Context: an optimization exercise on an open-source flow, tuned for small area and a short achievable clock period. The choices shown serve that exercise and are no tape-out recipe.
The RTL was checked by simulation tests, not by an equivalence proof against the original design.
The clock port is modelled as an ideal driver; clocking choices that lean on that would not hold on a real chip.

==> flow/design.v (outline; a module is shown in full before it is edited, if it fits) <==
// module full_adder: 9 lines
// module half_adder: 8 lines
// module DaddaKS_16bitMAC: 1692 lines
// module bxor: 3 lines
// module bxnor: 3 lines
// module band: 3 lines
// module bnor: 3 lines
// module bandn: 3 lines
// module aoi21: 3 lines
// module oai21: 3 lines
// module nand2: 3 lines
// module nor2: 3 lines
module DaddaKS_16bitMAC(
    input [15:0] a,
    input [15:0] b,
    input clk,
    input rst,
    input cin,
    output reg [31:0] out,
    output cout
);
  // ...
==> flow/run.sh <==
#!/bin/bash
# synth_recipe.tcl (not shown) runs the flow's synth.tcl, then flattens the netlist and writes it again
# the make line also repeats each setting of config.mk as NAME=value (left out here)
make -C /OpenROAD-flow-scripts/flow DESIGN_CONFIG=/design/flow/config.mk WORK_HOME=/design/flow/orfs CLKGATE_MAP_FILE= SYNTH_SCRIPT=/design/flow/synth_recipe.tcl finish
==> flow/config.mk <==
export PLATFORM = sky130hd
export DESIGN_NAME = DaddaKS_16bitMAC
export DESIGN_NICKNAME = DaddaKS_16bitMAC
export VERILOG_FILES = /design/flow/design.v
export SDC_FILE = /design/flow/constraint.sdc
export NUM_CORES = 4
export LEC_CHECK = 0
export CAP_MARGIN = 20
export CORE_MARGIN = 2
export CORE_UTILIZATION = 40
export SETUP_SLACK_MARGIN = 5
export SLEW_MARGIN = 20
export SYNTH_HIERARCHICAL = 1
==> flow/constraint.sdc <==
create_clock -name core_clock -period 17.0 [get_ports {clk}]
set_input_delay 3.4000 -clock core_clock [delete_from_list [all_inputs] [get_ports {clk}]]
set_output_delay 3.4000 -clock core_clock [all_outputs]
set_load 0.01 [all_outputs]
==> flow_metrics.tcl, run 1 <==
set metrics [dict create \
    synth.distinct_cells 16 \
    synth.yosys.seq_area_share 0.09195 \
    worst_hold_startpoint "out[0]$_DFF_PP0_" \
    drc 0 \
    reg2reg_setup_slack_ns 11.27 \
    drtIter0Drc 379 \
    numCtsBuffers 5 \
    r2r.worst_path.cells 18 \
    post_cts_resize_count 117 \
    wl_microns 20350 \
    critical_path_required_ns 13.60 \
    netlist.area_leader.share 0.5172 \
    tritoncts_num_sinks 32 \
    area.growth.synth_to_final_pct 7.055 \
    cp_slowest_cell "sky130_fd_sc_hd__fa_1" \
    clock-skew-final_ns 0.006239 \
    ctsHtreeMaxLevel 2 \
    synth_cells 815 \
    multi_input_area_sq_mm 0.007212 \
    number_of_cells_on_the_worst_hold_path 2 \
    route.vias.total 5637 \
    run_status "complete, no violations" \
    timing.critical_path.to "cout" \
    grt.met2_usage 0.3348 \
]
==> inputs of run 2 (changes only) <==
==> flow/flow/run.sh (new file) <==
#!/bin/bash
# The standard layout (the standard.sh) with these ORFS settings on top of config.mk's:
#   'BUFFER_PORTS_ARGS=-buffer_cell sky130_fd_sc_hd__buf_1'
# and an extra step after global placement and after CTS: downsize.tcl gives every cell the
# smallest drive strength that keeps the worst setup slack (area recovery).
# Each tool's output is in its own log.
set -euo pipefail
R=$PWD/orfs/results/sky130hd/DaddaKS_16bitMAC/base
downsize() {
  DS_ODB=$R/$1.odb DS_SDC=$R/$1.sdc DS_TARGET=5.3 DS_PROP=$2 \
    DS_LIB=$FLOW_HOME/platforms/sky130hd/lib/sky130_fd_sc_hd__tt_025C_1v80.lib \
    DS_PLATFORM_DIR=$FLOW_HOME/platforms/sky130hd \
    openroad -no_init -exit flow/downsize.tcl > downsize_$1.log 2>&1
}
bash standard.sh 'BUFFER_PORTS_ARGS=-buffer_cell sky130_fd_sc_hd__buf_1' place > standard_place.log 2>&1
downsize 3_place 0
bash standard.sh 'BUFFER_PORTS_ARGS=-buffer_cell sky130_fd_sc_hd__buf_1' cts > standard_cts.log 2>&1
downsize 4_cts 1
bash standard.sh 'BUFFER_PORTS_ARGS=-buffer_cell sky130_fd_sc_hd__buf_1' finish > standard_finish.log 2>&1
==> flow/flow/downsize.tcl (new file) <==
# Area recovery: give each cell the smallest drive strength of its kind that keeps the
# design's worst setup slack at least DS_TARGET (or the slack it had, if that is lower).
# Reads and rewrites the ODB given in DS_ODB; DS_SDC is its SDC.
read_db $::env(DS_ODB)
read_liberty $::env(DS_LIB)
read_sdc $::env(DS_SDC)
source $::env(DS_PLATFORM_DIR)/setRC.tcl
if {[info exists ::env(DS_PROP)] && $::env(DS_PROP)} { set_propagated_clock [all_clocks] }
estimate_parasitics -placement
set wns0 [sta::worst_slack -max]
set target [expr {min($wns0, $::env(DS_TARGET))}]
puts "downsize: worst slack $wns0, target $target"
set area0 0.0
set saved 0.0
set n 0
set insts [get_cells *]
foreach inst $insts {
  set m [get_property $inst ref_name]
  if {![regexp {^(sky130_fd_sc_hd__[a-z0-9]+)_([0-9]+)$} $m -> base size]} { continue }
  if {[string match *df* $base] || [string match *tap* $base] || [string match *conb* $base] || [string match *clkbuf* $base]} { continue }
  set cands {}
  foreach lc [get_lib_cells */${base}_*] {
    set nm [get_property $lc name]
    if {[regexp "^${base}_(\[0-9\]+)\$" $nm -> s2] && $s2 < $size} { lappend cands [list $s2 $nm] }
  }
  if {![llength $cands]} { continue }
  set cands [lsort -integer -index 0 $cands]
  foreach c $cands {
    set nm [lindex $c 1]
    replace_cell $inst $nm
    if {[sta::worst_slack -max] >= $target} {
      incr n
      puts "downsize: [get_full_name $inst] $m -> $nm"
      break
    }
    replace_cell $inst $m
  }
}
puts "downsize: resized $n cells, worst slack now [sta::worst_slack -max]"
report_design_area
write_db $::env(DS_ODB)
==> flow/standard.sh (new file) <==
#!/bin/bash
# synth_recipe.tcl (not shown) runs the flow's synth.tcl, then flattens the netlist and writes it again
# the make line also repeats each setting of config.mk as NAME=value (left out here)
make -C /OpenROAD-flow-scripts/flow DESIGN_CONFIG=/design/flow/config.mk WORK_HOME=/design/flow/orfs CLKGATE_MAP_FILE= SYNTH_SCRIPT=/design/flow/synth_recipe.tcl "${@:-finish}"
removed: flow/run.sh
==> run 2 against run 1 <==
  * Critical path type unchanged
  * Final area is 7.2% lower
  * First-iteration DRC count is 5.5% lower
  * Still clean
  * Sequential cell count stayed put
  * Synthesized area stayed put
  * Highest routed layer unchanged
  * Register-to-register slack worse by 0.38 ns
  * Non-clock buffer count is 7 lower
  * Maximum frequency is 0.62% higher
  * Setup slack better by 0.073 ns
==> flow_metrics.tcl, run 2 <==
set metrics [dict create \
    run_status "complete, no violations" \
    critical_path_class "in2out" \
    critical_path_required_ns 13.60 \
    most_common_library_cell_in_the_layout_ignoring_fill_and_taps "sky130_fd_sc_hd__nand2_1" \
    worst_hold_startpoint "out[0]$_DFF_PP0_" \
    numCtsBuffers 5 \
    max-cap-violations 0 \
    area_of_the_mapped_netlist_sq_mm 0.008708 \
    clock-skew-final_ns 0.004739 \
    avgRoutedWirePerCell_microns 18.27 \
    reg2reg_setup_slack_ns 10.89 \
    r2r_end "out[31]$_DFF_PP0_" \
    synth_async_sr_flop_share 1.000 \
    number_of_cells_on_the_worst_hold_path 2 \
    synth_top_area_cell "sky130_fd_sc_hd__fa_1" \
    die_h_microns 151.6 \
    report.final.setup_viol 0 \
    worst_min_delay_path_category "reg2reg" \
    root_buffer "sky130_fd_sc_hd__clkbuf_16" \
    post_route_clock_period_utilization 0.6880 \
    hold_slack_ns 0.6154 \
    grt_first_pass_wirelength_microns 33350 \
    netlist.area_leader.share 0.5172 \
    cp_slowest_cell "sky130_fd_sc_hd__fa_1" \
    setup_total_negative_slack_ns 0 \
    post_synth_most_frequent_cells "sky130_fd_sc_hd__nand2_1, sky130_fd_sc_hd__fa_1, sky130_fd_sc_hd__buf_6, sky130_fd_sc_hd__xor2_1, sky130_fd_sc_hd__a21oi_2" \
    endpoint_kind "output pin" \
    largest_registers "out x32" \
    crit_fanout 16 \
    slew_of_the_pin_with_the_lowest_slew_margin_ns 0.9366 \
    fmax_ghz 0.08550 \
    layout-drive-gt1-share 0.05522 \
    r2r.worst_path.cells 18 \
    finalNetCount 1098 \
    globalRouteOverflowTotal 0 \
    io_buffer_count 67 \
    grt_antenna_before_repair 0 \
    hold_viol_final 0 \
    final_max_slew_viol_count 0 \
    critical_path.cell_chain "clkbuf_4 > nand2_1 > fa_1 > fa_1 > fa_1 > fa_1 > fa_1 > fa_1 > fa_1 > xnor2_2 > a21oi_1 > o21ai_1 > a21oi_1 > o21ai_1 > a21oi_2 > xnor2_1 > buf_1" \
    layout_common_cells "sky130_fd_sc_hd__nand2_1, sky130_fd_sc_hd__fa_1, sky130_fd_sc_hd__xor2_1, sky130_fd_sc_hd__buf_1, sky130_fd_sc_hd__a21oi_1" \
    route.vias.total 5675 \
    synth_cells 815 \
    post-dp-hpwl_microns 15780 \
    placed_cell_area_sq_mm 0.008603 \
    arrival_ns 8.30 \
    cp-start-kind "primary input" \
    yosys_warnings 7 \
    synth-main-ff-cell "sky130_fd_sc_hd__dfrtp_1" \
    synth.distinct_cells 16 \
    maxSlewHeadroom 0.3690 \
    hold_path_end "out[0]$_DFF_PP0_" \
    post-synth-top-count-cell "sky130_fd_sc_hd__nand2_1" \
    clkTransAtPathRegs_ns 0.06 \
    avg_inst_size_synth_sq_um 10.69 \
    first_pass_iters 5 \
    globalRouteTotalUtil 0.1912 \
    coreArea_sq_mm 0.02122 \
    fp.dieW_microns 151.6 \
    antenna_left 0 \
    critPathTopFamily "adder cells" \
    viasPerCell 5.122 \
    clockBufferDepth 2 \
    ctsHtreeMaxLevel 2 \
    design.portCount 68 \
    critical_path.n_buffers_inverters 2 \
    synth.yosys.seq_area_share 0.09195 \
    largest-register "out" \
    die-area_sq_mm 0.02297 \
    final.min_clock_period_ns 11.70 \
    cell_mode_on_critical_path "sky130_fd_sc_hd__fa_1" \
    drc 0 \
    wl_microns 20250 \
    tritoncts_num_sinks 32 \
    start_util 0.4104 \
    synth_seq_cells 32 \
    grt_setup_unrepaired "no" \
    postSynthNetCount 1081 \
    final_cell_area_sq_mm 0.008656 \
    vias_in_the_first_global_route 6302 \
    crit_path_largest_cell_delay_ns 0.53 \
    reg2reg_from "out[13]$_DFF_PP0_" \
    placementRows 53 \
    synth_edf_count 0 \
    tritoncts "yes" \
    largest_reg_flops 32 \
    antenna-diode-count 0 \
    area.growth.synth_to_final_pct -0.6035 \
    pin_count_of_the_biggest_net_entering_global_routing 33 \
    drtIter0Drc 358 \
    gp_congestion 0.8358 \
    synth_top_cells_by_area "sky130_fd_sc_hd__fa_1, sky130_fd_sc_hd__nand2_1, sky130_fd_sc_hd__dfrtp_1, sky130_fd_sc_hd__buf_6, sky130_fd_sc_hd__xor2_1" \
    clkLatencyLatePin_ns 0.29 \
]
[run 2: cell counts after synthesis]
No cell type changed its count.
[run 2: worst max path at each step]
stage | slack [ns] | end | cells after the start | from
5_1_grt | 4.99 | cout | 17 | a[12]
4_1_cts | 5.00 | cout | 17 | a[15]
2_1_floorplan | 5.53 | cout | 17 | b[11]
3_3_place_gp | 4.58 | cout | 16 | b[11]
6_report | 5.30 | cout | 17 | a[12]
3_5_place_dp | 4.51 | cout | 17 | a[2]
[run 2: worst min-delay path, cell delays in order, from the launching register on]
cell and delay, ns:
sky130_fd_sc_hd__dfrtp_1 0.35, sky130_fd_sc_hd__ha_1 0.16, sky130_fd_sc_hd__xnor2_1 0.06
[run 2: timing repair]
item / CTS / global route
buffers inserted: 0 / 1
setup endpoints to repair: 1 / 1
pin swaps: 0 / 4
hold buffers: 0 / 0
resized for setup: 106 / 43
[run 2: logic make-up after synthesis]
| logic type | Yosys count | synth area share |
|---|---|---|
| simple gates | 324 | 0.1592 |
| fa+ha+maj | 231 | 0.5259 |
| buf+inv | 96 | 0.09856 |
| xor+xnor | 74 | 0.07443 |
| compound gates | 57 | 0.04957 |
| flops | 32 | 0.09195 |
| other cells | 1 | 0.0004306 |
[run 2: cell type report]
| class | instances | area, sq um |
|---|---|---|
| multi-input combinational | 687 | 6815 |
| sequential | 32 | 800.8 |
| tap | 275 | 344.1 |
| clock buffer | 8 | 146.4 |
| inverter | 32 | 120.1 |
| fill | 2143 | 12560 |
| timing repair buffer | 74 | 429.2 |
[run 2: per-stage QoR]
stage,cells,setup slack [ns],utilization
6_report,1108,5.304,0.4079
5_1_grt,1108,4.993,0.4079
4_1_cts,1106,5.003,0.4022
2_1_floorplan,815,5.527,-
3_3_place_gp,1098,4.582,0.4054
3_5_place_dp,1098,4.515,0.4054
[run 2: routing by layer]
layer	part of all wire	up-vias	track usage
met5	0	-	0
met4	0.027	0	0.06065
met3	0.056	30	0.02874
met2	0.52	183	0.3344
met1	0.40	3004	0.2455
li1	-	2458	-
[run 2: modules after synthesis (local to each module, per instance), a selection]
module	flip-flops and latches	copies in the design
DaddaKS_16bitMAC	32	1
aoi21	0	39
band	0	9
bxnor	0	33
half_adder	0	6
nor2	0	8
==> inputs of run 3 (changes only) <==
==> flow/flow/run.sh (replaced) <==
#!/bin/bash
# The standard layout (the standard.sh) with these ORFS settings on top of config.mk's:
#   'BUFFER_PORTS_ARGS=-buffer_cell sky130_fd_sc_hd__buf_1'
# and one extra step after global placement: downsize.tcl gives every cell the smallest
# drive strength that keeps the worst setup slack (area recovery; synthesis maps the
# one-gate modules to needlessly large cells).  Each tool's output is in its own log.
set -euo pipefail
bash standard.sh 'BUFFER_PORTS_ARGS=-buffer_cell sky130_fd_sc_hd__buf_1' place > standard_place.log 2>&1
R=$PWD/orfs/results/sky130hd/DaddaKS_16bitMAC/base
DS_ODB=$R/3_place.odb DS_SDC=$R/3_place.sdc DS_TARGET=5.3 \
  DS_LIB=$FLOW_HOME/platforms/sky130hd/lib/sky130_fd_sc_hd__tt_025C_1v80.lib \
  DS_PLATFORM_DIR=$FLOW_HOME/platforms/sky130hd \
  openroad -no_init -exit flow/downsize.tcl > downsize.log 2>&1
bash standard.sh 'BUFFER_PORTS_ARGS=-buffer_cell sky130_fd_sc_hd__buf_1' finish > standard_finish.log 2>&1
--- a/flow/config.mk
+++ b/flow/config.mk
@@ -9,4 +9,5 @@
 export CORE_MARGIN = 2
 export CORE_UTILIZATION = 40
+export CTS_BUF_LIST = sky130_fd_sc_hd__clkbuf_8
 export SETUP_SLACK_MARGIN = 5
 export SLEW_MARGIN = 20
==> run 3 against run 2 <==
  * Clock skew is 0.0022 ns higher
  * Still clean on timing, DRC and antenna
  * Maximum frequency hardly changed
  * Critical endpoint unchanged
  * Utilization is 0.28 points lower
  * Cell count stayed put
  * Synthesized cell count stayed put
  * Synthesized area stayed put
  * Setup slack hardly changed
==> flow_metrics.tcl, run 3 <==
set metrics [dict create \
    run_status "complete, no violations" \
    clockBufferDepth 2 \
    grt.met3_usage 0.02904 \
    grt_setup_unrepaired "no" \
    critical_path.n_buffers_inverters 2 \
    wl_microns 20250 \
    numCtsBuffers 5 \
    layout-drive-gt1-share 0.05522 \
    cp-start-kind "primary input" \
    yosys_warnings 7 \
    synth.mux.area_fraction 0 \
    arrival_ns 8.30 \
    worst_hold_startpoint "out[0]$_DFF_PP0_" \
    route.vias.total 5709 \
    hold_slack_ns 0.6184 \
    area_of_the_mapped_netlist_sq_mm 0.008708 \
    clock-skew-final_ns 0.006963 \
    fp.dieW_microns 151.6 \
    clkLatencyLatePin_ns 0.32 \
    crit_path_start "a[15]" \
    pin_count_of_the_biggest_net_entering_global_routing 33 \
    most_common_library_cell_in_the_layout_ignoring_fill_and_taps "sky130_fd_sc_hd__nand2_1" \
    synth_async_sr_flop_share 1.000 \
    root_buffer "sky130_fd_sc_hd__clkbuf_8" \
    crit_path_largest_cell_delay_ns 0.51 \
    post-route-util 0.4051 \
    critPathTopFamily "adder cells" \
    hold_viol_final 0 \
    finalNetCount 1098 \
    coreArea_sq_mm 0.02122 \
    final_max_slew_viol_count 0 \
    cell_mode_on_critical_path "sky130_fd_sc_hd__fa_1" \
    final.min_clock_period_ns 11.70 \
    io_buffer_count 67 \
    synth_top_area_cell "sky130_fd_sc_hd__fa_1" \
    synth-main-ff-cell "sky130_fd_sc_hd__dfrtp_1" \
    die-area_sq_mm 0.02297 \
    yosys.area_share.simple 0.1592 \
    synth_cells 815 \
    fmax_ghz 0.08550 \
    layout_common_cells "sky130_fd_sc_hd__nand2_1, sky130_fd_sc_hd__fa_1, sky130_fd_sc_hd__xor2_1, sky130_fd_sc_hd__buf_1, sky130_fd_sc_hd__a21oi_1" \
    antenna-diode-count 0 \
    area.growth.synth_to_final_pct -1.293 \
    post-dp-hpwl_microns 15780 \
    reg2reg_from "out[13]$_DFF_PP0_" \
    combinational_family_with_the_most_area_after_synthesis "adder cells" \
    globalRouteOverflowTotal 0 \
    synth_top_cells_by_area "sky130_fd_sc_hd__fa_1, sky130_fd_sc_hd__nand2_1, sky130_fd_sc_hd__dfrtp_1, sky130_fd_sc_hd__buf_6, sky130_fd_sc_hd__xor2_1" \
    setup_total_negative_slack_ns 0 \
    slew_of_the_pin_with_the_lowest_slew_margin_ns 0.9088 \
    critical_path_required_ns 13.60 \
    ctsHtreeMaxLevel 2 \
    postSynthNetCount 1081 \
    grt_first_pass_wirelength_microns 33430 \
    synth_edf_count 0 \
    postCtsHoldBufs 0 \
    use_met1 0.2461 \
    avgRoutedWirePerCell_microns 18.27 \
    largest_reg_flops 32 \
    placementRows 53 \
    top_usage_layer "met2" \
    report.final.setup_viol 0 \
    grt.met2_usage 0.3337 \
    synth_seq_cells 32 \
    endpoint_kind "output pin" \
    synth.yosys.seq_area_share 0.09195 \
    max-cap-violations 0 \
    worst_min_delay_path_category "reg2reg" \
    gp_congestion 0.8358 \
    design.portCount 68 \
    post_route_clock_period_utilization 0.6880 \
    grt_antenna_before_repair 0 \
    tritoncts_num_sinks 32 \
    start_util 0.4104 \
    avg_inst_size_synth_sq_um 10.69 \
    cp_slowest_cell "sky130_fd_sc_hd__fa_1" \
    post_synthesis_compound_gate_area_fraction 0.04957 \
    post_synth_most_frequent_cells "sky130_fd_sc_hd__nand2_1, sky130_fd_sc_hd__fa_1, sky130_fd_sc_hd__buf_6, sky130_fd_sc_hd__xor2_1, sky130_fd_sc_hd__a21oi_2" \
    critical_path.cell_chain "buf_2 > nand2_1 > fa_1 > fa_1 > fa_1 > fa_1 > fa_1 > fa_1 > fa_1 > xnor2_2 > a21oi_1 > o21ai_0 > a21oi_1 > o21ai_1 > a21oi_2 > xnor2_1 > buf_1" \
    largest-register "out" \
    synth_xor_area_frac 0.07443 \
    antenna_left 0 \
    crit_fanout 16 \
    die_h_microns 151.6 \
    synth.distinct_cells 16 \
    maxSlewHeadroom 0.3877 \
    post-synth-top-count-cell "sky130_fd_sc_hd__nand2_1" \
    viasPerCell 5.153 \
    critical_path_class "in2out" \
    drtIter0Drc 342 \
    globalRouteTotalUtil 0.1915 \
    netlist.area_leader.share 0.5172 \
    largest_registers "out x32" \
    vias_in_the_first_global_route 6311 \
    tritoncts "yes" \
    adder_cell_area_share_of_the_yosys_netlist 0.5259 \
    drc 0 \
    first_pass_iters 5 \
    clkTransAtPathRegs_ns 0.08 \
]
==> run 3: changes by cell type in the layout (fill, tap and decap cells not counted) <==
cell | before | now
sky130_fd_sc_hd__clkbuf_16 | 5 | 0
sky130_fd_sc_hd__clkbuf_8 | 1 | 6
sky130_fd_sc_hd__buf_4 | 6 | 9
sky130_fd_sc_hd__clkbuf_1 | 2 | 0
sky130_fd_sc_hd__clkbuf_4 | 23 | 21
sky130_fd_sc_hd__inv_1 | 32 | 34
sky130_fd_sc_hd__buf_6 | 2 | 1
==> run 3: stage by stage <==
step | setup slack [ns] | instance area [sq um] | instances
global route | 4.993 | 8596 | 1108
CTS | 5.003 | 8479 | 1106
detailed placement | 4.515 | 8603 | 1098
floorplan | 5.527 | 8708 | 815
global placement | 4.582 | 8603 | 1098
finish | 5.304 | 8596 | 1108
==> run 3: repair_timing <==
item | in CTS | in global routing
pin swaps | 0 | 4
setup endpoints to repair | 1 | 1
gates resized for setup | 106 | 36
setup buffers | 0 | 1
endpoints found under the hold margin | 0 | 0
==> run 3: final timing paths <==
path | to | slack [ns] | cells after the start
max | cout | 5.30 | 17
min | out[0]$_DFF_PP0_ | 0.62 | 2
max reg2reg | out[31]$_DFF_PP0_ | 10.91 | 18
min reg2reg | out[0]$_DFF_PP0_ | 0.62 | 2
max in group asynchronous | out[17]$_DFF_PP0_ | 13.33 | 4
min in group asynchronous | out[1]$_DFF_PP0_ | 3.18 | 3
==> run 3: cell type report <==
cell class,instances,area (sq um)
Multi-Input combinational cell,687,6815
Tap cell,275,344.1
Clock buffer,6,82.58
Fill cell,2145,12620
Timing Repair Buffer,74,425.4
Inverter,32,120.1
Clock inverter,2,7.507
Sequential cell,32,800.8
==> run 3: metal layers <==
| layer | share of wire | vias to the layer above |
|---|---|---|
| li1 | - | 2458 |
| met5 | 0 | - |
| met4 | 0.028 | 0 |
| met3 | 0.053 | 36 |
| met2 | 0.52 | 182 |
| met1 | 0.40 | 3033 |
==> run 3: modules after synthesis (local to each module, per instance), a selection <==
module	copies in the design	area (sq um)
band	9	6.256
nand2	18	3.754
bandn	12	13.76
aoi21	39	8.758
oai21	18	5.005
bnor	21	3.754
half_adder	6	12.51
bxnor	33	8.758
nor2	8	3.754
full_adder	225	20.02
bxor	41	8.758
==> run 3: kinds of logic after synthesis <==
logic type,count (synthesis)
xor gates and xnor gates,74
AOI/OAI and AO/OA,57
other,1
buffers and inverters,96
DFF,32
and+or+nand+nor,324
adders and majority gates,231
==> run 3: worst min-delay path, stage by stage (launching register included) <==
cell                      delay, ns
sky130_fd_sc_hd__dfrtp_1       0.36
sky130_fd_sc_hd__ha_1          0.16
sky130_fd_sc_hd__xnor2_1       0.06
==> inputs of run 4 (changes only) <==
--- a/flow/config.mk
+++ b/flow/config.mk
@@ -10,4 +10,6 @@
 export CORE_UTILIZATION = 40
 export CTS_BUF_LIST = sky130_fd_sc_hd__clkbuf_8
+export CTS_CLUSTER_DIAMETER = 200
+export CTS_CLUSTER_SIZE = 32
 export SETUP_SLACK_MARGIN = 5
 export SLEW_MARGIN = 20
==> run 4 against run 3 <==
  * Setup slack did not move
  * Cell count stayed put
  * Sequential cell count unchanged
  * Largest cell class unchanged
  * Critical path type unchanged
  * Utilization stayed put
  * Hold slack did not move
  * Die area stayed put
  * Final area unchanged
==> flow_metrics.tcl, run 4 <==
set metrics [dict create \
    run_status "complete, no violations" \
    largest_registers "out x32" \
    synth_cells 815 \
    layout-drive-gt1-share 0.05522 \
    dpl.cell_count 1098 \
    io_buffer_count 67 \
    fillers 2145 \
    report.final.setup_viol 0 \
    gp_congestion 0.8358 \
    largest_reg_flops 32 \
    clkLatencyLatePin_ns 0.32 \
    design.portCount 68 \
    route.met3.wl_microns 1069 \
    final.min_clock_period_ns 11.70 \
    fp.dieW_microns 151.6 \
    largest-register "out" \
    drc 0 \
    grt_setup_unrepaired "no" \
    synth_seq_cells 32 \
    vias_in_the_first_global_route 6311 \
    synth-main-ff-cell "sky130_fd_sc_hd__dfrtp_1" \
    first_pass_iters 5 \
    tritoncts_num_sinks 32 \
    post-dp-hpwl_microns 15780 \
    final_cell_count_no_fill 1108 \
    worst_min_delay_path_category "reg2reg" \
    dr_wl_met2_microns 10440 \
    critical_path_required_ns 13.60 \
    die_h_microns 151.6 \
    coreArea_sq_mm 0.02122 \
    cp-start-kind "primary input" \
    postSynthNetCount 1081 \
    start_util 0.4104 \
    synth_async_sr_flop_share 1.000 \
    globalRouteTotalUtil 0.1915 \
    grt_antenna_before_repair 0 \
    numCtsBuffers 5 \
    most_common_library_cell_in_the_layout_ignoring_fill_and_taps "sky130_fd_sc_hd__nand2_1" \
    viasPerCell 5.153 \
    fmax_ghz 0.08550 \
    tritoncts "yes" \
    area.growth.synth_to_final_pct -1.293 \
    synth_edf_count 0 \
    avgRoutedWirePerCell_microns 18.27 \
    clkTransAtPathRegs_ns 0.08 \
    setup_total_negative_slack_ns 0 \
    hold_viol_final 0 \
    synth.distinct_cells 16 \
    antenna-diode-count 0 \
    post_route_clock_period_utilization 0.6880 \
    placementRows 53 \
    pin_count_of_the_biggest_net_entering_global_routing 33 \
    ctsHtreeMaxLevel 2 \
    drtIter0Drc 342 \
    clock-skew-final_ns 0.006963 \
    globalRouteOverflowTotal 0 \
    maxSlewHeadroom 0.3877 \
    route.vias.total 5709 \
    avg_inst_size_synth_sq_um 10.69 \
    final_max_slew_viol_count 0 \
    arrival_ns 8.30 \
    synth_top_cells_by_area "sky130_fd_sc_hd__fa_1, sky130_fd_sc_hd__nand2_1, sky130_fd_sc_hd__dfrtp_1, sky130_fd_sc_hd__buf_6, sky130_fd_sc_hd__xor2_1" \
    area_of_the_mapped_netlist_sq_mm 0.008708 \
    layout_common_cells "sky130_fd_sc_hd__nand2_1, sky130_fd_sc_hd__fa_1, sky130_fd_sc_hd__xor2_1, sky130_fd_sc_hd__buf_1, sky130_fd_sc_hd__a21oi_1" \
    netlist.area_leader.share 0.5172 \
    grt_first_pass_wirelength_microns 33430 \
    root_buffer "sky130_fd_sc_hd__clkbuf_8" \
    wl_microns 20250 \
    crit_fanout 16 \
    finalNetCount 1098 \
    critical_path_class "in2out" \
    die-area_sq_mm 0.02297 \
    wl_met1_microns 8159 \
    post-synth-top-count-cell "sky130_fd_sc_hd__nand2_1" \
    yosys_warnings 7 \
    antenna_left 0 \
    synth_top_area_cell "sky130_fd_sc_hd__fa_1" \
    synth.yosys.seq_area_share 0.09195 \
    clockBufferDepth 2 \
    post_synth_most_frequent_cells "sky130_fd_sc_hd__nand2_1, sky130_fd_sc_hd__fa_1, sky130_fd_sc_hd__buf_6, sky130_fd_sc_hd__xor2_1, sky130_fd_sc_hd__a21oi_2" \
    endpoint_kind "output pin" \
    highest_layer "met4" \
    max-cap-violations 0 \
    slew_of_the_pin_with_the_lowest_slew_margin_ns 0.9088 \
]
run 4: final timing paths:
| path | start | depth (start not counted) | to | slack, ns |
|---|---|---|---|---|
| max in group asynchronous | rst | 4 | out[17]$_DFF_PP0_ | 13.33 |
| max | a[15] | 17 | cout | 5.30 |
| max reg2reg | out[13]$_DFF_PP0_ | 18 | out[31]$_DFF_PP0_ | 10.91 |
| min in group asynchronous | rst | 3 | out[1]$_DFF_PP0_ | 3.18 |
| min reg2reg | out[0]$_DFF_PP0_ | 2 | out[0]$_DFF_PP0_ | 0.62 |
| min | out[0]$_DFF_PP0_ | 2 | out[0]$_DFF_PP0_ | 0.62 |
run 4: logic make-up after synthesis:
family / count (synthesis) / share of synthesized area
adders and majority gates: 231 / 0.5259
DFF: 32 / 0.09195
and+or+nand+nor: 324 / 0.1592
other: 1 / 0.0004306
buffers and inverters: 96 / 0.09856
xor gates and xnor gates: 74 / 0.07443
AOI/OAI and AO/OA: 57 / 0.04957
run 4: area by class of cell:
class	count	area (sq um)	area share
tap	275	344.1	0.04003
multi-input combinational	687	6815	0.7929
timing repair buffer	74	425.4	0.04949
clock buffer	6	82.58	0.009607
clock inverter	2	7.507	0.0008734
sequential	32	800.8	0.09316
inverter	32	120.1	0.01397
run 4: Yosys stat by module, one instance, submodules excluded, excerpt:
module      cell area, sq um  flip-flops and latches  cells  copies in the design
aoi21                  8.758                       0      1                    39
band                   6.256                       0      1                     9
bandn                  13.76                       0      1                    12
bnor                   3.754                       0      1                    21
bxnor                  8.758                       0      1                    33
bxor                   8.758                       0      1                    41
full_adder             20.02                       0      1                   225
half_adder             12.51                       0      1                     6
nand2                  3.754                       0      1                    18
nor2                   3.754                       0      1                     8
oai21                  5.005                       0      1                    18
run 4: per-layer routing:
layer / vias to the layer above / GRT usage
met1: 3033 / 0.2461
met5: - / 0
met2: 182 / 0.3337
met3: 36 / 0.02904
li1: 2458 / -
met4: 0 / 0.06204
run 4: timing repair:
action / CTS / global route
hold buffers: 0 / 0
gates resized for setup: 106 / 36
endpoints found under the setup margin: 1 / 1
buffers inserted: 0 / 1
pin swaps: 0 / 4
run 4: metrics by stage:
| stage | worst slack, ns | hold WS, ns | util | instance area [sq um] |
|---|---|---|---|---|
| 2_1_floorplan | 5.527 | 0.6496 | - | 8708 |
| 3_3_place_gp | 4.582 | 0.6088 | 0.4054 | 8603 |
| 3_5_place_dp | 4.515 | 0.6124 | 0.4054 | 8603 |
| 4_1_cts | 5.003 | 0.6182 | 0.3996 | 8479 |
| 5_1_grt | 4.993 | 0.6538 | 0.4051 | 8596 |
| 6_report | 5.304 | 0.6184 | 0.4051 | 8596 |
run 4: worst max-delay path, stage by stage:
cell	delay [ns]
sky130_fd_sc_hd__buf_2	0.34
sky130_fd_sc_hd__nand2_1	0.13
sky130_fd_sc_hd__fa_1	0.48
sky130_fd_sc_hd__fa_1	0.47
sky130_fd_sc_hd__fa_1	0.47
sky130_fd_sc_hd__fa_1	0.41
sky130_fd_sc_hd__fa_1	0.46
sky130_fd_sc_hd__fa_1	0.41
sky130_fd_sc_hd__fa_1	0.51
sky130_fd_sc_hd__xnor2_2	0.25
sky130_fd_sc_hd__a21oi_1	0.11
sky130_fd_sc_hd__o21ai_0	0.20
sky130_fd_sc_hd__a21oi_1	0.08
sky130_fd_sc_hd__o21ai_1	0.17
sky130_fd_sc_hd__a21oi_2	0.06
sky130_fd_sc_hd__xnor2_1	0.17
sky130_fd_sc_hd__buf_1	0.17
==> inputs of run 5 (changes only) <==
--- a/flow/config.mk
+++ b/flow/config.mk
@@ -9,7 +9,6 @@
 export CORE_MARGIN = 2
 export CORE_UTILIZATION = 40
-export CTS_BUF_LIST = sky130_fd_sc_hd__clkbuf_8
-export CTS_CLUSTER_DIAMETER = 200
-export CTS_CLUSTER_SIZE = 32
+export CTS_BUF_LIST = sky130_fd_sc_hd__clkbuf_4 sky130_fd_sc_hd__clkbuf_8
+export CTS_CLUSTER_SIZE = 16
 export SETUP_SLACK_MARGIN = 5
 export SLEW_MARGIN = 20
==> run 5 against run 4 <==
  * Hold slack is essentially flat
  * Maximum frequency is essentially flat
  * Clock skew down 0.00086 ns
  * Register-to-register slack hardly changed
  * Die area stayed put
  * Final area about the same
  * Non-clock buffer count unchanged
  * Critical path type unchanged
  * Critical endpoint unchanged
==> flow_metrics.tcl, run 5 <==
set metrics [dict create \
    run_status "complete, no violations" \
    synth_top_area_cell "sky130_fd_sc_hd__fa_1" \
    synth_edf_count 0 \
    yosys.area_share.simple 0.1592 \
    synth.mux.area_fraction 0 \
    highest_layer "met4" \
    fmax_ghz 0.08546 \
    clkLatencyLatePin_ns 0.32 \
    first_pass_iters 5 \
    globalRouteOverflowTotal 0 \
    clockBufferDepth 2 \
    reg2reg_from "out[13]$_DFF_PP0_" \
    maxSlewHeadroom 0.3825 \
    slew_of_the_pin_with_the_lowest_slew_margin_ns 0.9166 \
    placementRows 53 \
    area.growth.synth_to_final_pct -1.207 \
    coreArea_sq_mm 0.02122 \
    endpoint_kind "output pin" \
    netlist.area_leader.share 0.5172 \
    route.met3.wl_microns 1020 \
    io_buffer_count 67 \
    post_route_clock_period_utilization 0.6884 \
    largest-register "out" \
    clkTransAtPathRegs_ns 0.08 \
    antenna_left 0 \
    most_common_library_cell_in_the_layout_ignoring_fill_and_taps "sky130_fd_sc_hd__nand2_1" \
    r2r.worst_path.cells 18 \
    adder_cell_area_share_of_the_yosys_netlist 0.5259 \
    final_max_slew_viol_count 0 \
    largest_reg_flops 32 \
    critical_path_required_ns 13.60 \
    arrival_ns 8.30 \
    report.final.setup_viol 0 \
    synth_xor_area_frac 0.07443 \
    area_of_the_mapped_netlist_sq_mm 0.008708 \
    synth.yosys.seq_area_share 0.09195 \
    viasPerCell 5.133 \
    synth_top_cells_by_area "sky130_fd_sc_hd__fa_1, sky130_fd_sc_hd__nand2_1, sky130_fd_sc_hd__dfrtp_1, sky130_fd_sc_hd__buf_6, sky130_fd_sc_hd__xor2_1" \
    postSynthNetCount 1081 \
    synth-main-ff-cell "sky130_fd_sc_hd__dfrtp_1" \
    crit_fanout 16 \
    post-dp-hpwl_microns 15780 \
    ctsHtreeMaxLevel 2 \
    die-area_sq_mm 0.02297 \
    worst_hold_startpoint "out[0]$_DFF_PP0_" \
    setup_total_negative_slack_ns 0 \
    critical_path_class "in2out" \
    grt_setup_unrepaired "no" \
    post-synth-top-count-cell "sky130_fd_sc_hd__nand2_1" \
    finalNetCount 1098 \
    hold_path_end "out[0]$_DFF_PP0_" \
    grt_first_pass_wirelength_microns 33430 \
    die_h_microns 151.6 \
    numCtsBuffers 5 \
    final.min_clock_period_ns 11.70 \
    pin_count_of_the_biggest_net_entering_global_routing 33 \
    final_cell_count_no_fill 1108 \
    layout-drive-gt1-share 0.05762 \
    route.vias.total 5687 \
    dr_wl_met2_microns 10470 \
    grt_antenna_before_repair 0 \
    drc 0 \
    fp.dieW_microns 151.6 \
    synth_seq_cells 32 \
    synth_cells 815 \
    largest_registers "out x32" \
    synth.distinct_cells 16 \
    avgRoutedWirePerCell_microns 18.31 \
    clock-skew-final_ns 0.006102 \
    number_of_cells_on_the_worst_hold_path 2 \
    cp-start-kind "primary input" \
    drtIter0Drc 362 \
    root_buffer "sky130_fd_sc_hd__clkbuf_8" \
    post_synth_most_frequent_cells "sky130_fd_sc_hd__nand2_1, sky130_fd_sc_hd__fa_1, sky130_fd_sc_hd__buf_6, sky130_fd_sc_hd__xor2_1, sky130_fd_sc_hd__a21oi_2" \
    hold_viol_final 0 \
    tritoncts_num_sinks 32 \
    antenna-diode-count 0 \
    postCtsHoldBufs 0 \
    wl_microns 20280 \
    layout_common_cells "sky130_fd_sc_hd__nand2_1, sky130_fd_sc_hd__fa_1, sky130_fd_sc_hd__xor2_1, sky130_fd_sc_hd__buf_1, sky130_fd_sc_hd__a21oi_1" \
    dpl.cell_count 1098 \
    globalRouteTotalUtil 0.1916 \
    avg_inst_size_synth_sq_um 10.69 \
    vias_in_the_first_global_route 6321 \
    r2r_end "out[31]$_DFF_PP0_" \
    worst_min_delay_path_category "reg2reg" \
    synth_async_sr_flop_share 1.000 \
    yosys_warnings 7 \
    post_synthesis_compound_gate_area_fraction 0.04957 \
    design.portCount 68 \
    max-cap-violations 0 \
    start_util 0.4104 \
    tritoncts "yes" \
    reg2reg_setup_slack_ns 10.90 \
    wl_met1_microns 8221 \
    gp_congestion 0.8358 \
    combinational_family_with_the_most_area_after_synthesis "adder cells" \
]
-- run 5: cell counts after synthesis --
No cell type changed its count.
-- run 5: Yosys stat by module, one instance, submodules excluded --
module / area (sq um) / cells
DaddaKS_16bitMAC: 2651 / 385
aoi21: 8.758 / 1
band: 6.256 / 1
bandn: 13.76 / 1
bnor: 3.754 / 1
bxnor: 8.758 / 1
bxor: 8.758 / 1
full_adder: 20.02 / 1
half_adder: 12.51 / 1
nand2: 3.754 / 1
nor2: 3.754 / 1
oai21: 5.005 / 1
-- run 5: worst max-delay path, stage by stage --
cell                       delay, ns
sky130_fd_sc_hd__clkbuf_4       0.24
sky130_fd_sc_hd__nand2_1        0.11
sky130_fd_sc_hd__fa_1           0.53
sky130_fd_sc_hd__fa_1           0.48
sky130_fd_sc_hd__fa_1           0.48
sky130_fd_sc_hd__fa_1           0.40
sky130_fd_sc_hd__fa_1           0.42
sky130_fd_sc_hd__fa_1           0.48
sky130_fd_sc_hd__fa_1           0.53
sky130_fd_sc_hd__xnor2_2        0.22
sky130_fd_sc_hd__a21oi_1        0.13
sky130_fd_sc_hd__o21ai_1        0.17
sky130_fd_sc_hd__a21oi_1        0.11
sky130_fd_sc_hd__o21ai_1        0.17
sky130_fd_sc_hd__a21oi_2        0.06
sky130_fd_sc_hd__xnor2_1        0.17
sky130_fd_sc_hd__buf_1          0.17
-- run 5: worst max path at each step --
| stage | start | to | slack [ns] |
|---|---|---|---|
| 6_report | a[12] | cout | 5.30 |
| 5_1_grt | a[12] | cout | 4.99 |
| 4_1_cts | a[15] | cout | 5.00 |
| 3_5_place_dp | a[2] | cout | 4.51 |
| 3_3_place_gp | b[11] | cout | 4.58 |
| 2_1_floorplan | b[11] | cout | 5.53 |
-- run 5: routing by layer --
layer	up-vias	track usage
met4	0	0.06250
met2	176	0.3342
met3	32	0.02934
met1	3021	0.2457
met5	-	0
li1	2458	-
-- run 5: layout make-up --
class                      instances  area, sq um
fill                            2146        12620
multi-input combinational        687         6815
sequential                        32        800.8
timing repair buffer              74        425.4
tap                              275        344.1
inverter                          32        120.1
clock buffer                       8        97.59
-- run 5: logic make-up (layout without fill, tap and decap cells) --
| kind of cell | Yosys count | after routing |
|---|---|---|
| AO/OA/AOI/OAI | 57 | 57 |
| XOR/XNOR | 74 | 74 |
| adder cells (fa/ha/maj) | 231 | 231 |
| buffers and inverters | 96 | 114 |
| flip-flops | 32 | 32 |
| other | 1 | 1 |
| AND/OR/NAND/NOR | 324 | 324 |
-- run 5: through the flow --
stage	hold WS (ns)	instance area (sq um)	util	worst slack (ns)
6_report	0.6184	8603	0.4054	5.298
5_1_grt	0.6538	8603	0.4054	4.993
3_3_place_gp	0.6088	8603	0.4054	4.582
2_1_floorplan	0.6496	8708	-	5.527
3_5_place_dp	0.6124	8603	0.4054	4.515
4_1_cts	0.6182	8487	0.3999	5.003
-- run 5: repair_timing --
| item | 4_1_cts | 5_1_grt |
|---|---|---|
| buffers inserted | 0 | 1 |
| gates resized for setup | 106 | 36 |
| endpoints found under the setup margin | 1 | 1 |
| pin swaps | 0 | 4 |
==> inputs of run 6 (changes only) <==
--- a/flow/flow/downsize.tcl
+++ b/flow/flow/downsize.tcl
@@ -6,5 +6,4 @@
 read_sdc $::env(DS_SDC)
 source $::env(DS_PLATFORM_DIR)/setRC.tcl
-if {[info exists ::env(DS_PROP)] && $::env(DS_PROP)} { set_propagated_clock [all_clocks] }
 estimate_parasitics -placement
 set wns0 [sta::worst_slack -max]
@@ -18,5 +17,5 @@
   set m [get_property $inst ref_name]
   if {![regexp {^(sky130_fd_sc_hd__[a-z0-9]+)_([0-9]+)$} $m -> base size]} { continue }
-  if {[string match *df* $base] || [string match *tap* $base] || [string match *conb* $base] || [string match *clkbuf* $base]} { continue }
+  if {[string match *df* $base] || [string match *tap* $base] || [string match *conb* $base]} { continue }
   set cands {}
   foreach lc [get_lib_cells */${base}_*] {
--- a/flow/config.mk
+++ b/flow/config.mk
@@ -9,6 +9,4 @@
 export CORE_MARGIN = 2
 export CORE_UTILIZATION = 40
-export CTS_BUF_LIST = sky130_fd_sc_hd__clkbuf_4 sky130_fd_sc_hd__clkbuf_8
-export CTS_CLUSTER_SIZE = 16
 export SETUP_SLACK_MARGIN = 5
 export SLEW_MARGIN = 20
==> run 6 against run 5 <==
  * Count of clock-buffer cells in the layout stayed put
  * Setup slack improved by 0.012 ns
  * Global-route usage is essentially flat
  * Sequential share of layout area down 0.052 points
  * Synthesized area unchanged
  * Utilization increased by 0.23 points
  * Critical path type unchanged
  * Critical endpoint unchanged
==> flow_metrics.tcl, run 6 <==
set metrics [dict create \
    die_h_microns 151.6 \
    synth_async_sr_flop_share 1.000 \
    postSynthNetCount 1081 \
    hold_slack_ns 0.6158 \
    max-cap-violations 0 \
    post_synth_most_frequent_cells "sky130_fd_sc_hd__nand2_1, sky130_fd_sc_hd__fa_1, sky130_fd_sc_hd__buf_6, sky130_fd_sc_hd__xor2_1, sky130_fd_sc_hd__a21oi_2" \
    dpl.cell_count 1098 \
    area_of_the_mapped_netlist_sq_mm 0.008708 \
    worst_hold_startpoint "out[0]$_DFF_PP0_" \
    clockBufferDepth 2 \
    worst_min_delay_path_category "reg2reg" \
    final_max_slew_viol_count 0 \
    route.vias.total 5633 \
    gp_congestion 0.8358 \
    post-dp-hpwl_microns 15780 \
    maxSlewHeadroom 0.3784 \
    reg2reg_from "out[13]$_DFF_PP0_" \
    endpoint_kind "output pin" \
    layout-drive-gt1-share 0.05522 \
    root_buffer "sky130_fd_sc_hd__clkbuf_16" \
    synth_seq_cells 32 \
    area.growth.synth_to_final_pct -0.6465 \
    fp.dieW_microns 151.6 \
    synth.distinct_cells 16 \
    numCtsBuffers 5 \
    netlist.area_leader.share 0.5172 \
    critical_path_required_ns 13.60 \
    avgRoutedWirePerCell_microns 18.30 \
    most_common_library_cell_in_the_layout_ignoring_fill_and_taps "sky130_fd_sc_hd__nand2_1" \
    synth_top_area_cell "sky130_fd_sc_hd__fa_1" \
    die-area_sq_mm 0.02297 \
    globalRouteTotalUtil 0.1913 \
    crit_fanout 16 \
    postCtsHoldBufs 0 \
    synth_top_cells_by_area "sky130_fd_sc_hd__fa_1, sky130_fd_sc_hd__nand2_1, sky130_fd_sc_hd__dfrtp_1, sky130_fd_sc_hd__buf_6, sky130_fd_sc_hd__xor2_1" \
    grt_antenna_before_repair 0 \
    drtIter0Drc 358 \
    setup_total_negative_slack_ns 0 \
    slew_of_the_pin_with_the_lowest_slew_margin_ns 0.9227 \
    ctsHtreeMaxLevel 2 \
    vias_in_the_first_global_route 6296 \
    final.min_clock_period_ns 11.69 \
    fmax_ghz 0.08554 \
    placementRows 53 \
    avg_inst_size_synth_sq_um 10.69 \
    layout_common_cells "sky130_fd_sc_hd__nand2_1, sky130_fd_sc_hd__fa_1, sky130_fd_sc_hd__xor2_1, sky130_fd_sc_hd__buf_1, sky130_fd_sc_hd__a21oi_1" \
    crit_path_start "a[15]" \
    largest_reg_flops 32 \
    post-synth-top-count-cell "sky130_fd_sc_hd__nand2_1" \
    synth-main-ff-cell "sky130_fd_sc_hd__dfrtp_1" \
    tritoncts "yes" \
    post_route_clock_period_utilization 0.6876 \
    grt_first_pass_wirelength_microns 33370 \
    synth_cells 815 \
    arrival_ns 8.29 \
    globalRouteOverflowTotal 0 \
    largest-register "out" \
    tritoncts_num_sinks 32 \
    drc 0 \
    io_buffer_count 67 \
    synth.yosys.seq_area_share 0.09195 \
    post-route-util 0.4077 \
    run_status "complete, no violations" \
    hold_viol_final 0 \
    largest_registers "out x32" \
    yosys_warnings 7 \
    clkLatencyLatePin_ns 0.29 \
    clock-skew-final_ns 0.004427 \
    pin_count_of_the_biggest_net_entering_global_routing 33 \
    first_pass_iters 4 \
    critical_path_class "in2out" \
    wl_microns 20280 \
    synth_edf_count 0 \
    start_util 0.4104 \
    coreArea_sq_mm 0.02122 \
    finalNetCount 1098 \
    final_cell_count_no_fill 1108 \
    antenna-diode-count 0 \
    grt_setup_unrepaired "no" \
    cp-start-kind "primary input" \
    viasPerCell 5.084 \
    clkTransAtPathRegs_ns 0.06 \
    report.final.setup_viol 0 \
    antenna_left 0 \
    design.portCount 68 \
]
==> run 6: cell counts after synthesis <==
Identical to the previous run, type by type.
==> run 6: cell type report <==
cell class	instances	area, sq um
Tap cell	275	344.1
Inverter	32	120.1
Clock buffer	8	146.4
Timing Repair Buffer	74	425.4
Fill cell	2146	12570
Sequential cell	32	800.8
Multi-Input combinational cell	687	6815
==> run 6: path summary, 6_finish.rpt <==
check / to / slack, ns / depth (start not counted)
worst max-delay path: cout / 5.31 / 17
worst min-delay path: out[0]$_DFF_PP0_ / 0.62 / 2
worst max register to register: out[31]$_DFF_PP0_ / 10.89 / 18
worst min register to register: out[0]$_DFF_PP0_ / 0.62 / 2
max in group asynchronous: out[17]$_DFF_PP0_ / 13.29 / 4
min in group asynchronous: out[1]$_DFF_PP0_ / 3.22 / 3
==> run 6: critical path, cell delays in order <==
cell                      delay [ns]
sky130_fd_sc_hd__buf_2          0.33
sky130_fd_sc_hd__nand2_1        0.13
sky130_fd_sc_hd__fa_1           0.48
sky130_fd_sc_hd__fa_1           0.47
sky130_fd_sc_hd__fa_1           0.47
sky130_fd_sc_hd__fa_1           0.41
sky130_fd_sc_hd__fa_1           0.46
sky130_fd_sc_hd__fa_1           0.41
sky130_fd_sc_hd__fa_1           0.51
sky130_fd_sc_hd__xnor2_2        0.25
sky130_fd_sc_hd__a21oi_1        0.11
sky130_fd_sc_hd__o21ai_0        0.20
sky130_fd_sc_hd__a21oi_1        0.08
sky130_fd_sc_hd__o21ai_1        0.17
sky130_fd_sc_hd__a21oi_2        0.06
sky130_fd_sc_hd__xnor2_1        0.17
sky130_fd_sc_hd__buf_1          0.17
==> run 6: timing repair <==
item                                    CTS  global route
resized for setup                       106            36
pin swaps                                 0             4
endpoints found under the setup margin    1             1
endpoints found under the hold margin     0             0
buffers inserted                          0             1
gates cloned                              0             0
==> run 6: Yosys stat by module (local to each module, per instance), excerpt <==
module / flops+latches / cells inside
DaddaKS_16bitMAC: 32 / 385
aoi21: 0 / 1
bnor: 0 / 1
bxnor: 0 / 1
bxor: 0 / 1
full_adder: 0 / 1
half_adder: 0 / 1
nand2: 0 / 1
nor2: 0 / 1
oai21: 0 / 1
==> run 6: per-layer routing <==
metal	track usage	share of wire	wire length, microns	vias up
li1	-	-	-	2459
met1	0.2455	0.41	8251	2973
met2	0.3348	0.51	10390	163
met3	0.02904	0.050	1013	38
met4	0.06019	0.031	625	0
met5	0	0	0	-
==> run 6: cell families (layout without fill, tap and decap cells) <==
| kind of cell | Yosys count | after routing | share of synthesized area |
|---|---|---|---|
| xor gates and xnor gates | 74 | 74 | 0.07443 |
| other | 1 | 1 | 0.0004306 |
| adders and majority gates | 231 | 231 | 0.5259 |
| DFF | 32 | 32 | 0.09195 |
| buffers and inverters | 96 | 114 | 0.09856 |
| and+or+nand+nor | 324 | 324 | 0.1592 |
| AOI/OAI and AO/OA | 57 | 57 | 0.04957 |
==> run 6: through the flow <==
step	area (sq um)	setup slack [ns]
2_1_floorplan	8708	5.527
3_3_place_gp	8603	4.582
3_5_place_dp	8603	4.515
4_1_cts	8536	5.003
5_1_grt	8652	4.993
6_report	8652	5.310

separate check: timing with driven ports:
How much do the figures lean on ideal ports? The routed layouts below were timed once more, with nothing changed but the port constraints.
Step 1, drivers: a clkbuf_16 drives clk and a buf_2 each remaining input, both assumed.
Step 2 times the ports against the registers' clock, not the clock port: input delays grow and output delays shrink by t, the midpoint of the rising clock arrivals with the driver on.
a / b / c = no drivers / after step 1 / after step 2; a / b = the first two.
| run | shift t [ns] | slack for setup (ns) | worst setup path after step 2 | cell pins on the clock port's net |
|---|---|---|---|---|
| run 1 | 0.341 | 5.231 / 5.203 / 5.203 | input to output | 1 |
| run 2 | 0.334 | 5.304 / 5.277 / 5.277 | input to output | 1 |
| run 3 | 0.356 | 5.304 / 5.275 / 5.275 | input to output | 1 |
| run 4 | 0.356 | 5.304 / 5.275 / 5.275 | input to output | 1 |
| run 5 | 0.356 | 5.298 / 5.270 / 5.270 | input to output | 1 |
| run 6 | 0.333 | 5.310 / 5.281 / 5.281 | input to output | 1 |
After both steps every run listed still meets setup and hold.
